Context: an optimization exercise on an open-source flow, tuned for small area. The choices shown serve that exercise and are no tape-out recipe.
At most, simulation tests tie the RTL to the original design; equivalence was not proved.
No activity file was given, so power comes from the tool's default toggle rates. No driver is modelled on the clock port, so clocking that relies on it looks cheaper here than on a real chip.

==> sierra <==
// ia_loader_top
module ia_loader_top (
    input  wire         clk,
    input  wire         rst_n,
    input  wire         init_cfg,
    output wire         load_ia_req,
    input  wire         load_ia_granted,
    input  wire         send_ia_trigger,
    input  wire [31:0]  k,
    input  wire [31:0]  n,
    input  wire [31:0]  m,
    input  wire [31:0]  lhs_zp,
    input  wire [31:0]  lhs_row_stride_b,
    input  wire [31:0]  lhs_base,
    input  wire         use_16bits,
    output wire         icb_cmd_valid,
    input  wire         icb_cmd_ready,
    output wire         icb_cmd_read,
    output wire [31:0]  icb_cmd_addr,
    output wire [3:0]   icb_cmd_len,
    input  wire         icb_rsp_valid,
    output wire         icb_rsp_ready,
    input  wire [31:0]  icb_rsp_rdata,
    input  wire         icb_rsp_err,
    output wire         ia_sending_done,
    output wire         ia_row_valid,
    output wire         ia_is_init_data,
    output wire         ia_calc_done,
    output wire [255:0] ia_out_flat,
    output wire         ia_data_valid
);
Settings: LEC_CHECK=0, CAP_MARGIN=10, CELL_PAD_IN_SITES_DETAIL_PLACEMENT=1, CELL_PAD_IN_SITES_GLOBAL_PLACEMENT=1, CORE_MARGIN=2, CORE_UTILIZATION=55, PLACE_DENSITY=0.7, SLEW_MARGIN=10; clock period 12.0 ns.
standard.sh (not shown) runs the stock make flow with config.mk's settings and CLKGATE_MAP_FILE= SYNTH_SCRIPT=/design/flow/synth_recipe.tcl, a recipe that flattens the netlist after the stock synthesis.
==> flow/flow/run.sh <==
#!/bin/bash
# The standard layout (standard.sh), with two changes:
#  - clock tree synthesis inserts no dummy loads and builds larger sink
#    clusters (fewer, fuller leaf buffers);
#  - port buffers use the smallest buffer cell.
# make's output goes to standard.log; each ORFS step logs under orfs/logs.
export CTS_ARGS="-sink_clustering_enable -repair_clock_nets -dont_use_dummy_load -sink_clustering_size 30 -sink_clustering_max_diameter 80"
export BUFFER_PORTS_ARGS="-buffer_cell sky130_fd_sc_hd__buf_1"
bash standard.sh finish > standard.log 2>&1
==> cedar: changes against sierra <==
--- a/flow/design.v
+++ b/flow/design.v
@@ -45,14 +45,15 @@
     logic [5:0]  tr_left;             
     logic [31:0] row_base;
     logic [3:0]  rd_row;
     logic        issued;
     logic [31:0] cmd_addr;
     logic [2:0]  bc;
     logic [3:0]  rc;
+    logic [3:0]  sr;
     wire [9:0] km1 = k[9:0] - 10'd1;
     wire [9:0] nm1 = n[9:0] - 10'd1;
     wire [9:0] mm1 = m[9:0] - 10'd1;
     wire last_col  = (tc == n_hi);
     wire last_row  = (tr_left == 6'd0);
     wire last_loop = (lp == m_hi);
     wire last_tile = last_col & last_loop & last_row;
@@ -120,40 +121,30 @@
     end
     wire first_cmd = (state != LOAD) || (rd_row == 4'd0);
     wire [31:0] aa = first_cmd ? row_base : cmd_addr;
     wire [31:0] ab = (state != LOAD) ? {cfg_stride[27:0], 4'b0}
                    : (rd_row != 4'd0) ? cfg_stride
                    : (cfg_16 ? {21'b0, tc, 5'b0} : {22'b0, tc, 4'b0});
     logic [31:0] asum;
-    logic [32:0] cy;
-    logic [23:0] pg_g [4];
-    logic [23:0] pg_p [4];
-    logic c8, c16, c24;
+    logic [16:0] cl;
+    logic [15:0] h0, h1;
+    logic [16:0] c0, c1;
     always_comb begin
-        pg_g[0] = aa[23:0] & ab[23:0];
-        pg_p[0] = aa[23:0] ^ ab[23:0];
-        for (int l = 1; l < 4; l++) begin
-            pg_g[l] = '0;
-            pg_p[l] = '0;
-            for (int j = 0; j < (24 >> l); j++) begin
-                pg_g[l][j] = pg_g[l-1][2*j+1] | (pg_p[l-1][2*j+1] & pg_g[l-1][2*j]);
-                pg_p[l][j] = pg_p[l-1][2*j+1] & pg_p[l-1][2*j];
-            end
-        end
-        c8  = pg_g[3][0];
-        c16 = pg_g[3][1] | (pg_p[3][1] & c8);
-        c24 = pg_g[3][2] | (pg_p[3][2] & c16);
-        cy[0] = 1'b0;
-        for (int i = 0; i < 32; i++) begin
-            asum[i] = aa[i] ^ ab[i] ^ cy[i];
-            cy[i+1] = (aa[i] & ab[i]) | (cy[i] & (aa[i] ^ ab[i]));
-            if (i == 7)  cy[i+1] = c8;
-            if (i == 15) cy[i+1] = c16;
-            if (i == 23) cy[i+1] = c24;
+        cl[0] = 1'b0;
+        c0[0] = 1'b0;
+        c1[0] = 1'b1;
+        for (int i = 0; i < 16; i++) begin
+            asum[i] = aa[i] ^ ab[i] ^ cl[i];
+            cl[i+1] = (aa[i] & ab[i]) | (cl[i] & (aa[i] ^ ab[i]));
+            h0[i] = aa[i+16] ^ ab[i+16] ^ c0[i];
+            c0[i+1] = (aa[i+16] & ab[i+16]) | (c0[i] & (aa[i+16] ^ ab[i+16]));
+            h1[i] = aa[i+16] ^ ab[i+16] ^ c1[i];
+            c1[i+1] = (aa[i+16] & ab[i+16]) | (c1[i] & (aa[i+16] ^ ab[i+16]));
         end
+        asum[31:16] = cl[16] ? h1 : h0;
     end
     wire issue = state == LOAD && !issued && (!icb_cmd_valid || icb_cmd_ready);
     always_ff @(posedge clk or negedge rst_n) begin
         if (!rst_n)
             icb_cmd_valid <= 1'b0;
         else if (state == LOAD)
             icb_cmd_valid <= !issued;
@@ -179,26 +170,27 @@
     always_ff @(posedge clk or negedge rst_n) begin
         if (!rst_n)
             icb_rsp_ready <= 1'b0;
         else
             icb_rsp_ready <= (state == LOAD);
     end
     always_ff @(posedge clk) begin
-        if (state != LOAD || (rsp_hs && beat_last))
-            bc <= '0;
-        else if (rsp_hs)
-            bc <= bc + 3'd1;
-    end
-    wire [3:0] rc_inc = rc + 4'd1;
-    wire [3:0] sr_d = ia_row_valid ? rc_inc : 4'd0;
-    always_ff @(posedge clk) begin
-        if (state != LOAD)
-            rc <= sr_d;
-        else if (rsp_hs && beat_last)
-            rc <= row_last ? 4'd0 : rc_inc;
+        begin
+            if (state != LOAD) begin
+                bc <= '0;
+                rc <= '0;
+            end else if (rsp_hs) begin
+                if (beat_last) begin
+                    bc <= '0;
+                    rc <= row_last ? 4'd0 : rc + 4'd1;
+                end else begin
+                    bc <= bc + 3'd1;
+                end
+            end
+        end
     end
     always_ff @(posedge clk or negedge rst_n) begin
         if (!rst_n)
             ia_data_valid <= 1'b0;
         else if (state == LOAD) begin
             if (rsp_hs && beat_last && row_last)
                 ia_data_valid <= 1'b1;
@@ -209,40 +201,65 @@
             ia_data_valid <= 1'b0;
     end
     always_ff @(posedge clk or negedge rst_n) begin
         if (!rst_n) begin
             ia_row_valid <= 1'b0;
             ia_sending_done <= 1'b0;
         end else if (state == SEND && ia_row_valid) begin
-            ia_row_valid <= !row_last;
-            ia_sending_done <= row_last;
+            ia_row_valid <= (sr != rows_m1);
+            ia_sending_done <= (sr == rows_m1);
         end else begin
             ia_row_valid <= (state == SEND && send_ia_trigger);
             ia_sending_done <= 1'b0;
         end
     end
+    wire [3:0] sr_d = ia_row_valid ? sr + 4'd1 : 4'd0;
+    always_ff @(posedge clk)
+        sr <= sr_d;
     assign ia_is_init_data = (tc == 6'd0);
     assign ia_calc_done    = last_col & last_loop;
-    wire wA = (rc < 4'd2);
-    wire wB = !wA && (rc < 4'd7);
+    logic [1:0] b1;
+    logic [2:0] b2;
+    always_comb begin
+        case (rows_m1)
+            4'd0:  begin b1 = 2'd1; b2 = 3'd1; end
+            4'd1:  begin b1 = 2'd2; b2 = 3'd2; end
+            4'd2:  begin b1 = 2'd0; b2 = 3'd3; end
+            4'd3:  begin b1 = 2'd0; b2 = 3'd4; end
+            4'd4:  begin b1 = 2'd0; b2 = 3'd5; end
+            4'd5:  begin b1 = 2'd1; b2 = 3'd6; end
+            4'd6:  begin b1 = 2'd0; b2 = 3'd0; end
+            4'd7:  begin b1 = 2'd0; b2 = 3'd0; end
+            4'd8:  begin b1 = 2'd0; b2 = 3'd0; end
+            4'd9:  begin b1 = 2'd0; b2 = 3'd1; end
+            4'd10: begin b1 = 2'd0; b2 = 3'd2; end
+            4'd11: begin b1 = 2'd0; b2 = 3'd3; end
+            4'd12: begin b1 = 2'd0; b2 = 3'd4; end
+            4'd13: begin b1 = 2'd0; b2 = 3'd5; end
+            4'd14: begin b1 = 2'd1; b2 = 3'd6; end
+            default: begin b1 = 2'd2; b2 = 3'd7; end
+        endcase
+    end
+    wire wA = ({2'b0, rc} < {4'b0, b1});
+    wire wB = !wA && ({1'b0, rc} < {2'b0, b2});
     wire wC = !wA && !wB;
     wire first_beat = rsp_hs && bc == 3'd0;
-    wire pushA = first_beat && rc == 4'd1;
-    wire pushB = first_beat && wB && rc != 4'd2;
-    wire pushC = first_beat && wC && rc != 4'd7;
+    wire pushA = first_beat && wA && rc != 4'd0;
+    wire pushB = first_beat && wB && rc != {2'b0, b1};
+    wire pushC = first_beat && wC && rc != {1'b0, b2};
     wire sending = ia_row_valid;
     wire loaded = ia_data_valid || sending;
     wire doneA = loaded || (state == LOAD && !wA);
     wire doneB = loaded || (state == LOAD && wC);
     wire doneC = loaded;
     logic sA, sB, sC;
     always_ff @(posedge clk) begin
-        sA <= (sr_d < 4'd2);
-        sB <= (sr_d >= 4'd2) && (sr_d < 4'd7);
-        sC <= (sr_d >= 4'd7);
+        sA <= ({1'b0, sr_d} < {3'b0, b1});
+        sB <= ({1'b0, sr_d} >= {3'b0, b1}) && ({1'b0, sr_d} < {2'b0, b2});
+        sC <= ({1'b0, sr_d} >= {2'b0, b2});
     end
     logic [0:0] cntA;
     logic [2:0] cntB;
     logic [3:0] cntC;
     wire alA = doneA && cntA != 1'd0;
     wire alB = doneB && cntB != 3'd0;
     wire alC = doneC && cntC != 4'd0;
@@ -257,35 +274,23 @@
             if (pushB || alB) cntB <= cntB - 3'd1;
             if (pushC || alC) cntC <= cntC - 4'd1;
         end
     end
     wire shA = pushA || alA || (sending && sA);
     wire shB = pushB || alB || (sending && sB);
     wire shC = pushC || alC || (sending && sC);
-    logic [15:0] lin [4];
-    assign lin[0] = cfg_16 ? icb_rsp_rdata[15:0]  : {{8{icb_rsp_rdata[7]}},  icb_rsp_rdata[7:0]};
-    assign lin[1] = cfg_16 ? icb_rsp_rdata[31:16] : {{8{icb_rsp_rdata[15]}}, icb_rsp_rdata[15:8]};
-    assign lin[2] = {{8{icb_rsp_rdata[23]}}, icb_rsp_rdata[23:16]};
-    assign lin[3] = {{8{icb_rsp_rdata[31]}}, icb_rsp_rdata[31:24]};
-    logic [15:0] lane [4];
-    logic [16:0] lcy [4];
-    always_comb begin
-        for (int l = 0; l < 4; l++) begin
-            lcy[l][0] = 1'b0;
-            for (int i = 0; i < 16; i++) begin
-                lane[l][i] = lin[l][i] ^ cfg_zp[i] ^ lcy[l][i];
-                lcy[l][i+1] = (lin[l][i] & cfg_zp[i]) | (lcy[l][i] & (lin[l][i] ^ cfg_zp[i]));
-            end
-        end
-    end
+    wire [15:0] lane0 = (cfg_16 ? icb_rsp_rdata[15:0]  : {{8{icb_rsp_rdata[7]}},  icb_rsp_rdata[7:0]})   + cfg_zp;
+    wire [15:0] lane1 = (cfg_16 ? icb_rsp_rdata[31:16] : {{8{icb_rsp_rdata[15]}}, icb_rsp_rdata[15:8]})  + cfg_zp;
+    wire [15:0] lane2 = {{8{icb_rsp_rdata[23]}}, icb_rsp_rdata[23:16]} + cfg_zp;
+    wire [15:0] lane3 = {{8{icb_rsp_rdata[31]}}, icb_rsp_rdata[31:24]} + cfg_zp;
     wire [15:0] wd [4];
-    assign wd[0] = lane[0];
-    assign wd[1] = lane[1];
-    assign wd[2] = cfg_16 ? lane[0] : lane[2];
-    assign wd[3] = cfg_16 ? lane[1] : lane[3];
+    assign wd[0] = lane0;
+    assign wd[1] = lane1;
+    assign wd[2] = cfg_16 ? lane0 : lane2;
+    assign wd[3] = cfg_16 ? lane1 : lane3;
     logic [15:0] col_we;
     always_comb
         for (int c = 0; c < 16; c++)
             col_we[c] = rsp_hs && (cfg_16 ? (bc == 3'(c >> 1)) : (bc[1:0] == 2'(c >> 2)));
     logic [15:0] segA [2][16];
     logic [15:0] segB [5][16];
     logic [15:0] segC [9][16];
==> flow/flow/run.sh (replaced) <==
#!/bin/bash
# The standard layout (standard.sh), with two changes:
#  - clock tree synthesis inserts no dummy loads and builds larger sink
#    clusters (fewer, fuller leaf buffers);
#  - port buffers use the smallest buffer cell.
# make's output goes to standard.log; each ORFS step logs under orfs/logs.
export CTS_ARGS="-sink_clustering_enable -repair_clock_nets -dont_use_dummy_load -sink_clustering_size 35 -sink_clustering_max_diameter 60"
export BUFFER_PORTS_ARGS="-buffer_cell sky130_fd_sc_hd__buf_1"
bash standard.sh finish > standard.log 2>&1
- CAP_MARGIN: 10 -> 20
- CORE_UTILIZATION: 55 -> 45
- PLACE_DENSITY: 0.7 -> 0.6
- SLEW_MARGIN: 10 -> 20
==> maple: changes against sierra <==
--- a/flow/design.v
+++ b/flow/design.v
@@ -45,14 +45,15 @@
     logic [5:0]  tr_left;             
     logic [31:0] row_base;
     logic [3:0]  rd_row;
     logic        issued;
     logic [31:0] cmd_addr;
     logic [2:0]  bc;
     logic [3:0]  rc;
+    logic [3:0]  sr;
     wire [9:0] km1 = k[9:0] - 10'd1;
     wire [9:0] nm1 = n[9:0] - 10'd1;
     wire [9:0] mm1 = m[9:0] - 10'd1;
     wire last_col  = (tc == n_hi);
     wire last_row  = (tr_left == 6'd0);
     wire last_loop = (lp == m_hi);
     wire last_tile = last_col & last_loop & last_row;
@@ -179,26 +180,27 @@
     always_ff @(posedge clk or negedge rst_n) begin
         if (!rst_n)
             icb_rsp_ready <= 1'b0;
         else
             icb_rsp_ready <= (state == LOAD);
     end
     always_ff @(posedge clk) begin
-        if (state != LOAD || (rsp_hs && beat_last))
-            bc <= '0;
-        else if (rsp_hs)
-            bc <= bc + 3'd1;
-    end
-    wire [3:0] rc_inc = rc + 4'd1;
-    wire [3:0] sr_d = ia_row_valid ? rc_inc : 4'd0;
-    always_ff @(posedge clk) begin
-        if (state != LOAD)
-            rc <= sr_d;
-        else if (rsp_hs && beat_last)
-            rc <= row_last ? 4'd0 : rc_inc;
+        begin
+            if (state != LOAD) begin
+                bc <= '0;
+                rc <= '0;
+            end else if (rsp_hs) begin
+                if (beat_last) begin
+                    bc <= '0;
+                    rc <= row_last ? 4'd0 : rc + 4'd1;
+                end else begin
+                    bc <= bc + 3'd1;
+                end
+            end
+        end
     end
     always_ff @(posedge clk or negedge rst_n) begin
         if (!rst_n)
             ia_data_valid <= 1'b0;
         else if (state == LOAD) begin
             if (rsp_hs && beat_last && row_last)
                 ia_data_valid <= 1'b1;
@@ -209,40 +211,65 @@
             ia_data_valid <= 1'b0;
     end
     always_ff @(posedge clk or negedge rst_n) begin
         if (!rst_n) begin
             ia_row_valid <= 1'b0;
             ia_sending_done <= 1'b0;
         end else if (state == SEND && ia_row_valid) begin
-            ia_row_valid <= !row_last;
-            ia_sending_done <= row_last;
+            ia_row_valid <= (sr != rows_m1);
+            ia_sending_done <= (sr == rows_m1);
         end else begin
             ia_row_valid <= (state == SEND && send_ia_trigger);
             ia_sending_done <= 1'b0;
         end
     end
+    wire [3:0] sr_d = ia_row_valid ? sr + 4'd1 : 4'd0;
+    always_ff @(posedge clk)
+        sr <= sr_d;
     assign ia_is_init_data = (tc == 6'd0);
     assign ia_calc_done    = last_col & last_loop;
-    wire wA = (rc < 4'd2);
-    wire wB = !wA && (rc < 4'd7);
+    logic [1:0] b1;
+    logic [2:0] b2;
+    always_comb begin
+        case (rows_m1)
+            4'd0:  begin b1 = 2'd1; b2 = 3'd1; end
+            4'd1:  begin b1 = 2'd2; b2 = 3'd2; end
+            4'd2:  begin b1 = 2'd0; b2 = 3'd3; end
+            4'd3:  begin b1 = 2'd0; b2 = 3'd4; end
+            4'd4:  begin b1 = 2'd0; b2 = 3'd5; end
+            4'd5:  begin b1 = 2'd1; b2 = 3'd6; end
+            4'd6:  begin b1 = 2'd0; b2 = 3'd0; end
+            4'd7:  begin b1 = 2'd0; b2 = 3'd0; end
+            4'd8:  begin b1 = 2'd0; b2 = 3'd0; end
+            4'd9:  begin b1 = 2'd0; b2 = 3'd1; end
+            4'd10: begin b1 = 2'd0; b2 = 3'd2; end
+            4'd11: begin b1 = 2'd0; b2 = 3'd3; end
+            4'd12: begin b1 = 2'd0; b2 = 3'd4; end
+            4'd13: begin b1 = 2'd0; b2 = 3'd5; end
+            4'd14: begin b1 = 2'd1; b2 = 3'd6; end
+            default: begin b1 = 2'd2; b2 = 3'd7; end
+        endcase
+    end
+    wire wA = ({2'b0, rc} < {4'b0, b1});
+    wire wB = !wA && ({1'b0, rc} < {2'b0, b2});
     wire wC = !wA && !wB;
     wire first_beat = rsp_hs && bc == 3'd0;
-    wire pushA = first_beat && rc == 4'd1;
-    wire pushB = first_beat && wB && rc != 4'd2;
-    wire pushC = first_beat && wC && rc != 4'd7;
+    wire pushA = first_beat && wA && rc != 4'd0;
+    wire pushB = first_beat && wB && rc != {2'b0, b1};
+    wire pushC = first_beat && wC && rc != {1'b0, b2};
     wire sending = ia_row_valid;
     wire loaded = ia_data_valid || sending;
     wire doneA = loaded || (state == LOAD && !wA);
     wire doneB = loaded || (state == LOAD && wC);
     wire doneC = loaded;
     logic sA, sB, sC;
     always_ff @(posedge clk) begin
-        sA <= (sr_d < 4'd2);
-        sB <= (sr_d >= 4'd2) && (sr_d < 4'd7);
-        sC <= (sr_d >= 4'd7);
+        sA <= ({1'b0, sr_d} < {3'b0, b1});
+        sB <= ({1'b0, sr_d} >= {3'b0, b1}) && ({1'b0, sr_d} < {2'b0, b2});
+        sC <= ({1'b0, sr_d} >= {2'b0, b2});
     end
     logic [0:0] cntA;
     logic [2:0] cntB;
     logic [3:0] cntC;
     wire alA = doneA && cntA != 1'd0;
     wire alB = doneB && cntB != 3'd0;
     wire alC = doneC && cntC != 4'd0;
==> flow/flow/run.sh (replaced) <==
#!/bin/bash
# The standard layout (standard.sh), with two changes:
#  - clock tree synthesis inserts no dummy loads and builds larger sink
#    clusters (fewer, fuller leaf buffers);
#  - port buffers use the smallest buffer cell.
# make's output goes to standard.log; each ORFS step logs under orfs/logs.
export CTS_ARGS="-sink_clustering_enable -repair_clock_nets -dont_use_dummy_load -sink_clustering_size 30 -sink_clustering_max_diameter 100"
export BUFFER_PORTS_ARGS="-buffer_cell sky130_fd_sc_hd__buf_1"
bash standard.sh finish > standard.log 2>&1
- CAP_MARGIN: 10 -> 5
- CORE_UTILIZATION: 55 -> 65
- PLACE_DENSITY: 0.7 -> 0.8
- SLEW_MARGIN: 10 -> 5
==> qor summary <==
metric                                                                     maple                  sierra                     cedar
Result of the run                                                 finished clean          finished clean            finished clean
WP data required                                                        12.56 ns                12.55 ns                  12.64 ns
Share of cell area taken by muxes after synthesis                       0.006878                0.006523                  0.004830
Global routing met1 resource utilization                                  0.3625                  0.2837                    0.2385
Detailed Routing Iterations Pass 1                                             9                      10                         7
Multi-input logic portion of the cell area                               0.06460                 0.06144                   0.07018
Buffering overhead                                                       0.01734                 0.01779                   0.02030
# placed instances                                                         8,842                   9,279                    10,410
Number of global-route vias before repair                                 58,910                  55,620                    58,700
Flop-to-flop setup slack                                                 2.29 ns                 3.71 ns                    0.1 ns
Pin count of the biggest net entering global routing                         186                     192                       206
Filler instances                                                          15,990                  20,340                    27,020
Endpoint, Worst Hold                                     u_ia_loader.segB[48][6]  u_ia_loader.segB[6][4]  u_ia_loader.segC[12][14]
Clock network power                                                      6.50 mW                 6.47 mW                   8.20 mW
Crit Reg-Reg Startpoint                                    u_ia_loader.cfg_zp[0]   u_ia_loader.cfg_zp[0]     u_ia_loader.rd_row[0]
Critical path's slowest cell                                             xnor2_2                 xnor2_2                      fa_2
Distinct cell type count after synthesis                                      76                      63                        68
Post-synthesis sequential area ratio                                      0.9255                  0.9287                    0.9210
Mean number of vias per cell                                               6.279                   5.687                     5.266
Worst-case headroom to the max-slew limit                                0.07435                  0.1224                    0.2285
Met3 layer wire length in the routed design                            21,400 um               15,260 um                 15,180 um
Total global-route track usage                                            0.2796                  0.2129                    0.1790
Total power per unit cell area                                     214.1 nW/um^2           247.8 nW/um^2             216.0 nW/um^2
Part of the total power dissipated in the clock network                    0.205                   0.175                     0.246
The RTL of cedar was laid out without a check of its function.

==> what the ideal ports hide <==
The results above use ideal ports. As a check the final layouts listed here were re-extracted and re-timed, cells and wires unchanged.
Step 1: set_driving_cell puts a clkbuf_16 on clk and a buf_2 on each other input, an assumption about the parent block.
Step 2 moves the port delays by t, midway between the first and last clock arrival at a register: inputs arrive t later, outputs are due t later. That takes back most of the time a late clock gives input paths.
Three values: ideal ports, drivers, drivers and shift; two values: the first two.
run | t (ns) | setup WS [ns] | worst setup path at the end | worst register clock-pin slew, ns
sierra | 0.915 | 2.568 / 2.626 / 1.711 | input to register | 0.11 / 0.11
cedar | 0.970 | 0.096 / 0.096 / 0.096 | register to register | 0.11 / 0.11
maple | 0.943 | 1.581 / 1.588 / 0.645 | input to register | 0.12 / 0.12
After both steps setup and hold are still met in every run listed. For maple, which loses most, drivers alone change the setup slack by +0.007 ns; drivers and shift together by -0.936 ns.
